Context: an optimization exercise on an open-source flow, tuned for small area. The choices shown serve that exercise and are no tape-out recipe. Function was checked by simulation only, so behaviour that the tests miss may differ from the original. Power figures rest on the tool's default switching activity, not on a simulated workload.

==> flow/config.mk <==
export PLATFORM = sky130hd
export DESIGN_NAME = rst_cipher
export DESIGN_NICKNAME = rst_cipher
export VERILOG_FILES = /design/flow/design.v
export SDC_FILE = /design/flow/constraint.sdc
export NUM_CORES = 4
export LEC_CHECK = 0
export CAP_MARGIN = 20
export CORE_MARGIN = 2
export CORE_UTILIZATION = 40
export SLEW_MARGIN = 20
export SYNTH_HIERARCHICAL = 1
export SYNTH_MINIMUM_KEEP_SIZE = 0
==> flow/constraint.sdc <==
create_clock -name core_clock -period 6.0 [get_ports {clk}]
set_input_delay 1.2000 -clock core_clock [delete_from_list [all_inputs] [get_ports {clk}]]
set_output_delay 1.2000 -clock core_clock [all_outputs]
set_load 0.01 [all_outputs]
==> flow/design.v <==
module rst_cipher(
   input clk
  ,input rst_n
  ,input ptxt_valid
  ,input [11:0][7:0] key
  ,input [7:0] ptxt_char
  ,output [15:0] ctxt_str
  ,output reg ctxt_ready
  ,output reg err_invalid_ptxt_char
  ,output reg err_invalid_key
  ,output reg key_not_installed
);
  function automatic valid_char(input [7:0] c);
    valid_char = !c[7] && (c[6] ? (c[4:0] != 5'd0 && c[4:0] <= 5'd26)
                                : (c[5] && c[4] && c[3:0] <= 4'd9));
  endfunction
  function automatic [5:0] enc(input [7:0] c);
    enc[5] = c[6] ? c[5] : (c[3] ? c[0] : c[2]);
    enc[4] = c[4];
    enc[3] = c[3] | !c[6];
    enc[2] = c[6] ? c[2] : !c[3];
    enc[1] = c[1] | (!c[6] & c[3]);
    enc[0] = c[0] | (!c[6] & c[3]);
  endfunction
  function automatic [7:0] dec(input [5:0] e);
    reg dig, dig8;
    dig  = e[4] & e[3] & (e[2] | (e[1] & e[0]));
    dig8 = dig & !e[2];
    dec[7] = 1'b0;
    dec[6] = !dig;
    dec[5] = dig | e[5];
    dec[4] = e[4];
    dec[3] = dig ? !e[2] : e[3];
    dec[2] = e[2] & (!dig | e[5]);
    dec[1] = e[1] & !dig8;
    dec[0] = dig8 ? e[5] : e[0];
  endfunction
  function automatic [5:0] rowcol(input [5:0] k);
    case (k)
      6'd16: rowcol = 6'b001010;
      6'd17: rowcol = 6'b001100;
      6'd18: rowcol = 6'b001001;
      6'd19: rowcol = 6'b001110;
      6'd20: rowcol = 6'b110000;
      6'd21: rowcol = 6'b110101;
      6'd22: rowcol = 6'b110010;
      6'd23: rowcol = 6'b110100;
      6'd24: rowcol = 6'b110001;
      6'd25: rowcol = 6'b110110;
      6'd33: rowcol = 6'b000000;
      6'd34: rowcol = 6'b000101;
      6'd35: rowcol = 6'b000010;
      6'd36: rowcol = 6'b000100;
      6'd37: rowcol = 6'b000001;
      6'd38: rowcol = 6'b000110;
      6'd39: rowcol = 6'b101000;
      6'd40: rowcol = 6'b101101;
      6'd41: rowcol = 6'b101010;
      6'd42: rowcol = 6'b101100;
      6'd43: rowcol = 6'b101001;
      6'd44: rowcol = 6'b101110;
      6'd45: rowcol = 6'b010000;
      6'd46: rowcol = 6'b010101;
      6'd47: rowcol = 6'b010010;
      6'd48: rowcol = 6'b010100;
      6'd49: rowcol = 6'b010001;
      6'd50: rowcol = 6'b010110;
      6'd51: rowcol = 6'b100000;
      6'd52: rowcol = 6'b100101;
      6'd53: rowcol = 6'b100010;
      6'd54: rowcol = 6'b100100;
      6'd55: rowcol = 6'b100001;
      6'd56: rowcol = 6'b100110;
      6'd57: rowcol = 6'b001000;
      6'd58: rowcol = 6'b001101;
      default: rowcol = 6'd0;
    endcase
  endfunction
  function automatic [1:0] sub3(input [1:0] a, input [1:0] b);
    case ({a, b})
      4'b0000, 4'b0101, 4'b1010: sub3 = 2'd0;
      4'b0100, 4'b1001, 4'b0010: sub3 = 2'd1;
      default:                   sub3 = 2'd2;
    endcase
  endfunction
  function automatic [5:0] pick(input [5:0][5:0] t, input [2:0] a);
    case (a)
      3'b000:  pick = t[0];
      3'b101:  pick = t[1];
      3'b010:  pick = t[2];
      3'b100:  pick = t[3];
      3'b001:  pick = t[4];
      default: pick = t[5];
    endcase
  endfunction
  wire [11:0][5:0] kc;
  wire [11:0] kval;
  wire [65:0] same;
  genvar gi, gj;
  generate
    for (gi = 0; gi < 12; gi = gi + 1) begin : g_enc
      assign kc[gi] = enc(key[gi]);
      assign kval[gi] = valid_char(key[gi]);
    end
    for (gi = 0; gi < 12; gi = gi + 1) begin : g_a
      for (gj = gi + 1; gj < 12; gj = gj + 1) begin : g_b
        code_eq u_eq (
          .a(kc[gi]), .an(~kc[gi]), .b(kc[gj]), .bn(~kc[gj]),
          .eq(same[gi * (23 - gi) / 2 + gj - gi - 1])
        );
      end
    end
  endgenerate
  wire kv = (&kval) & !(|same);
  wire pv = valid_char(ptxt_char);
  reg installed;
  reg rot2;                
  reg [1:0] rot3;          
  reg [5:0][5:0] trow;     
  reg [5:0][5:0] tcol;     
  reg [2:0] arow, acol;    
  wire sub = pv & ptxt_valid & installed;
  wire [5:0] rc = rowcol({ptxt_char[6], ptxt_char[4:0]});
  always @(posedge clk or negedge rst_n)
    if (!rst_n) begin
      ctxt_ready <= 1'b0;
      err_invalid_key <= 1'b0;
      err_invalid_ptxt_char <= 1'b0;
      key_not_installed <= 1'b1;
      installed <= 1'b0;
      rot2 <= 1'b0;
      rot3 <= 2'd0;
    end else begin
      ctxt_ready <= sub;
      err_invalid_key <= !kv;
      err_invalid_ptxt_char <= !pv;
      key_not_installed <= !installed;
      if (kv) installed <= 1'b1;
      if (sub) begin
        rot2 <= !rot2;
        rot3 <= {rot3[0], !rot3[0] & !rot3[1]};
      end
    end
  always @(posedge clk) begin
    if (!installed) begin
      trow <= {kc[5], kc[7], kc[3], kc[9], kc[1], kc[11]};
      tcol <= {kc[4], kc[6], kc[2], kc[8], kc[0], kc[10]};
    end
    arow <= {rc[5] ^ rot2, sub3(rc[4:3], rot3)};
    acol <= {rc[2] ^ rot2, sub3(rc[1:0], rot3)};
  end
  assign ctxt_str = ctxt_ready ? {dec(pick(trow, arow)), dec(pick(tcol, acol))}
                               : 16'd0;
endmodule
module code_eq (
   input [5:0] a
  ,input [5:0] an
  ,input [5:0] b
  ,input [5:0] bn
  ,output eq
);
  assign eq = &(~((a | b) & (an | bn)));
endmodule
==> flow/run.sh <==
#!/bin/bash
# synth_recipe.tcl (not shown) runs the flow's synth.tcl, then flattens the netlist and writes it again
# the make line also repeats each setting of config.mk as NAME=value (left out here)
make -C /OpenROAD-flow-scripts/flow DESIGN_CONFIG=/design/flow/config.mk WORK_HOME=/design/flow/orfs CLKGATE_MAP_FILE= SYNTH_SCRIPT=/design/flow/synth_recipe.tcl finish
==> results.cfg <==
[logic_synthesis]
synth_top_family_by_area = compound AO/OA/AOI/OAI gates
yosys_warnings = 7
syn-instance-count = 1206
synth_ff_type = edfxtp_1
synth_compound_area_frac = 0.4179
yosys_register_bits = 86
synth_adder_area_share = 0.008971
synth_edf_count = 72
synth_seq_area_share = 0.2619
synth_xor_area_frac = 0.004617
ys_types = 73
synthArstFlopShare = 0.09302
yosys.area_share.simple = 0.2117
synthMuxAreaShare = 0.04987
synth_area_um2 = 9484
synth.avg_cell_area_um2 = 7.864

[cts]
postCtsSetupRepairBufs = 0
cts.clk_slew.worst_paths_ns = 0.06
htree_num_levels = 3
clock_sinks = 86
post_cts_resized = 0
hold_buffers = 0
clock_latency_ns = 0.35
clockBufferDepth = 2
cts_tree = built
root_buffer = clkbuf_16
cts_buffers = 9

[die]
coreArea_um2 = 23400
die-height_um = 158.0
dieArea_um2 = 24960
start_util = 0.4053
ios = 127
rows = 56
die_x_um = 158.0

[route]
wl_um = 48040
vias_per_cell = 7.157
initialDrtViolationCount = 2033
antenna_left = 0
wl_per_cell_um = 28.32
route.detailed.drc = 0
drt_pre_antenna_iters = 8
via_count = 12140

[final_layout]
layout-drive-gt1-share = 0.1149
nNetsFinal = 1483
final_util = 0.5022
area_growth_syn_to_layout_pct = 23.93
final_cells = 1696

[placement]
portBuffers = 124
dp_cells = 1678
gp_congestion = 1.106
dp_hpwl_um = 33300

[global_route]
gr-total-overflow = 0
first_global_vias = 11280
antenna_found_initial = 1
grt_pass1_wl_um = 71080
grt_max_degree = 61
track_usage = 0.3823

[sta]
slew_headroom = 0.3447
worstMarginPinSlew_ns = 0.9829
maxSlewViolCount = 0
clock_skew_ns = 0.01132
setup_viol = 0
finalHoldViolCount = 0
clock.fmax_mhz = 214.9
fin_crit_sh = 0.7756
rsz0062_at_grt = no
period_minus_slack_ns = 4.654
finalSetupTns_ns = 0

[hold_path]
holdCritStartpoint = rot2$_DFFE_PN0P_
min_to = rot2$_DFFE_PN0P_
whs_path_depth = 1
holdCritPathClass = reg2reg

[worst_setup_path]
endpoint_kind = flip-flop
worst-path-max-fanout = 13
reg2reg_depth = 2
crit_required_ns = 6.16
worstReg2RegStart = installed$_DFFE_PN0P_
crit_type = in2reg
r2r-end = tcol[29]$_DFFE_PN_
r2r_slack_ns = 4.15
startpoint_type = input pin
cp_data_arrival_time_ns = 4.81

[power_and_ir_drop]
p_leak_nw = 4.221
powerDensity_nw_per_um2 = 192.3
vdd_drop_max_uv = 122.3

[run]
maxCapViolations = 0

[run_status]
status = finished clean
-- through the flow --
step,cell area (µm²),setup WS [ns],hold WS [ns],total power [mW]
floorplan,9488,2.141,0.4608,1.238
global placement,11380,0.7361,0.5217,1.608
detailed placement,11420,1.053,0.5226,1.614
CTS,11750,1.390,0.5332,2.228
global route,11750,1.159,0.5588,2.346
finish,11750,1.346,0.5284,2.261
-- per-layer routing --
metal	vias to the layer above	GRT usage	wire length (µm)
li1	5266	-	-
met1	5584	0.5084	18000
met2	1035	0.5520	19770
met3	253	0.08431	6240
met4	0	0.2604	4027
met5	-	0	0
-- worst max-delay path by stage --
| stage | from | end | slack, ns | depth (start not counted) |
|---|---|---|---|---|
| 2_1_floorplan | key[54] | err_invalid_key$_DFF_PN0_ | 2.14 | 10 |
| 3_3_place_gp | key[11] | err_invalid_key$_DFF_PN0_ | 0.74 | 11 |
| 3_5_place_dp | key[14] | err_invalid_key$_DFF_PN0_ | 1.05 | 12 |
| 4_1_cts | key[14] | err_invalid_key$_DFF_PN0_ | 1.39 | 12 |
| 5_1_grt | key[86] | err_invalid_key$_DFF_PN0_ | 1.16 | 12 |
| 6_report | key[78] | err_invalid_key$_DFF_PN0_ | 1.35 | 12 |
-- placed cells by master, fill, tap and decap left out, types with 8 or more instances in the layout --
| cell | n |
|---|---|
| clkbuf_16 | 9 |
| o22ai_2 | 66 |
| nor2_1 | 111 |
| o21a_1 | 8 |
| nand4_1 | 72 |
| nand2b_1 | 53 |
| buf_4 | 48 |
| edfxtp_1 | 72 |
| o21ai_0 | 37 |
| mux2i_1 | 21 |
| a21oi_1 | 26 |
| clkdlybuf4s50_1 | 124 |
| nand2_1 | 114 |
| o22ai_1 | 333 |
| o211ai_1 | 15 |
| nor4_1 | 22 |
| a21o_1 | 14 |
| inv_1 | 83 |
-- area by class of cell --
| class | count | area (µm²) |
|---|---|---|
| fill | 2359 | 11650 |
| multi-input combinational | 1014 | 6589 |
| sequential | 86 | 2484 |
| timing repair buffer | 174 | 1628 |
| tap | 319 | 399.1 |
| inverter | 85 | 319.1 |
| clock buffer | 9 | 225.2 |
| clock inverter | 7 | 105.1 |
| antenna | 2 | 5.005 |
-- where the power goes --
| group | leakage [nW] | total (mW) | internal (mW) | switching (mW) |
|---|---|---|---|---|
| clock network | 0.158 | 0.615 | 0.371 | 0.244 |
| logic | 3.17 | 0.932 | 0.337 | 0.596 |
| registers | 0.890 | 0.714 | 0.686 | 0.0275 |
-- worst max-delay path, cell delays in order --
cell and delay [ns]:
clkdlybuf4s50_1 0.62, nand2b_1 0.17, nand2b_1 0.40, inv_1 0.50, o22ai_1 0.16, nand4_1 0.21
nor2_1 0.10, nor4_1 0.22, nand4_1 0.12, or4_1 0.59, a2111oi_2 0.39, nand3_1 0.14
-- flip-flops by register name, indices dropped and copies added, names as in the netlist --
| register | count |
|---|---|
| trow | 36 |
| ctxt_ready | 1 |
| installed | 1 |
| rot2 | 1 |
| tcol | 36 |
| err_invalid_key | 1 |
| arow | 3 |
| acol | 3 |
| err_invalid_ptxt_char | 1 |
| key_not_installed | 1 |
| rot3 | 2 |
-- synth_stat cells, types with 7 or more instances --
| cell type | count | share of area |
|---|---|---|
| a21o_1 | 14 | 0.011 |
| mux4_2 | 7 | 0.017 |
| o22ai_2 | 66 | 0.087 |
| nor2_1 | 111 | 0.044 |
| mux2i_1 | 21 | 0.022 |
| inv_1 | 84 | 0.033 |
| nand2b_1 | 53 | 0.035 |
| o21ai_0 | 40 | 0.021 |
| o21a_1 | 8 | 0.0063 |
| nand2_1 | 114 | 0.045 |
| edfxtp_1 | 72 | 0.23 |
| buf_2 | 8 | 0.0042 |
| nor4_1 | 22 | 0.015 |
| clkbuf_1 | 10 | 0.0040 |
| nand4_1 | 72 | 0.047 |
| o22ai_1 | 333 | 0.22 |
| dfrtp_1 | 7 | 0.018 |
| o211ai_1 | 15 | 0.012 |
| a21oi_1 | 26 | 0.014 |
-- kinds of logic (layout without fill, tap and decap cells) --
family	Yosys count	in the layout
and+or+nand+nor	408	408
DFF	86	86
AOI/OAI and AO/OA	556	556
xor gates and xnor gates	5	5
other	1	4
buffers and inverters	107	275
muxes	36	36
adders and majority gates	7	7
-- modules after synthesis, one instance, submodules excluded --
module | flops+latches | cell area, µm² | cells inside | copies in the design
rst_cipher | 86 | 5685 | 612 | 1
code_eq | 0 | 57.56 | 9 | 66

[port drivers added, routing unchanged]
In the flow no input, the clock included, has a driving cell. The finished layout below was timed again as built, in two steps. Step 1 (the two cells are an assumption about what drives the block):
set clk [get_ports {clk}]
set_driving_cell -lib_cell sky130_fd_sc_hd__clkbuf_16 $clk
set_driving_cell -lib_cell sky130_fd_sc_hd__buf_2 [delete_from_list [all_inputs] $clk]
Step 2 times the ports against the registers' clock, not the clock port: input delays grow and output delays shrink by t, the midpoint of the rising clock arrivals with the driver on. a / b / c = no drivers / after step 1 / after step 2; a / b = the first two.
shift t [ns]: 0.379
setup slack, ns: 1.346 / 1.363 / 0.984
latest minus earliest clock arrival (ns): 0.013 / 0.014
worst register clock-pin slew, ns: 0.07 / 0.07
pins driven straight from the clock port: 1
After both steps this run still meets setup and hold. The setup slack of this run moves by +0.017 ns with the drivers and by -0.362 ns with both steps.
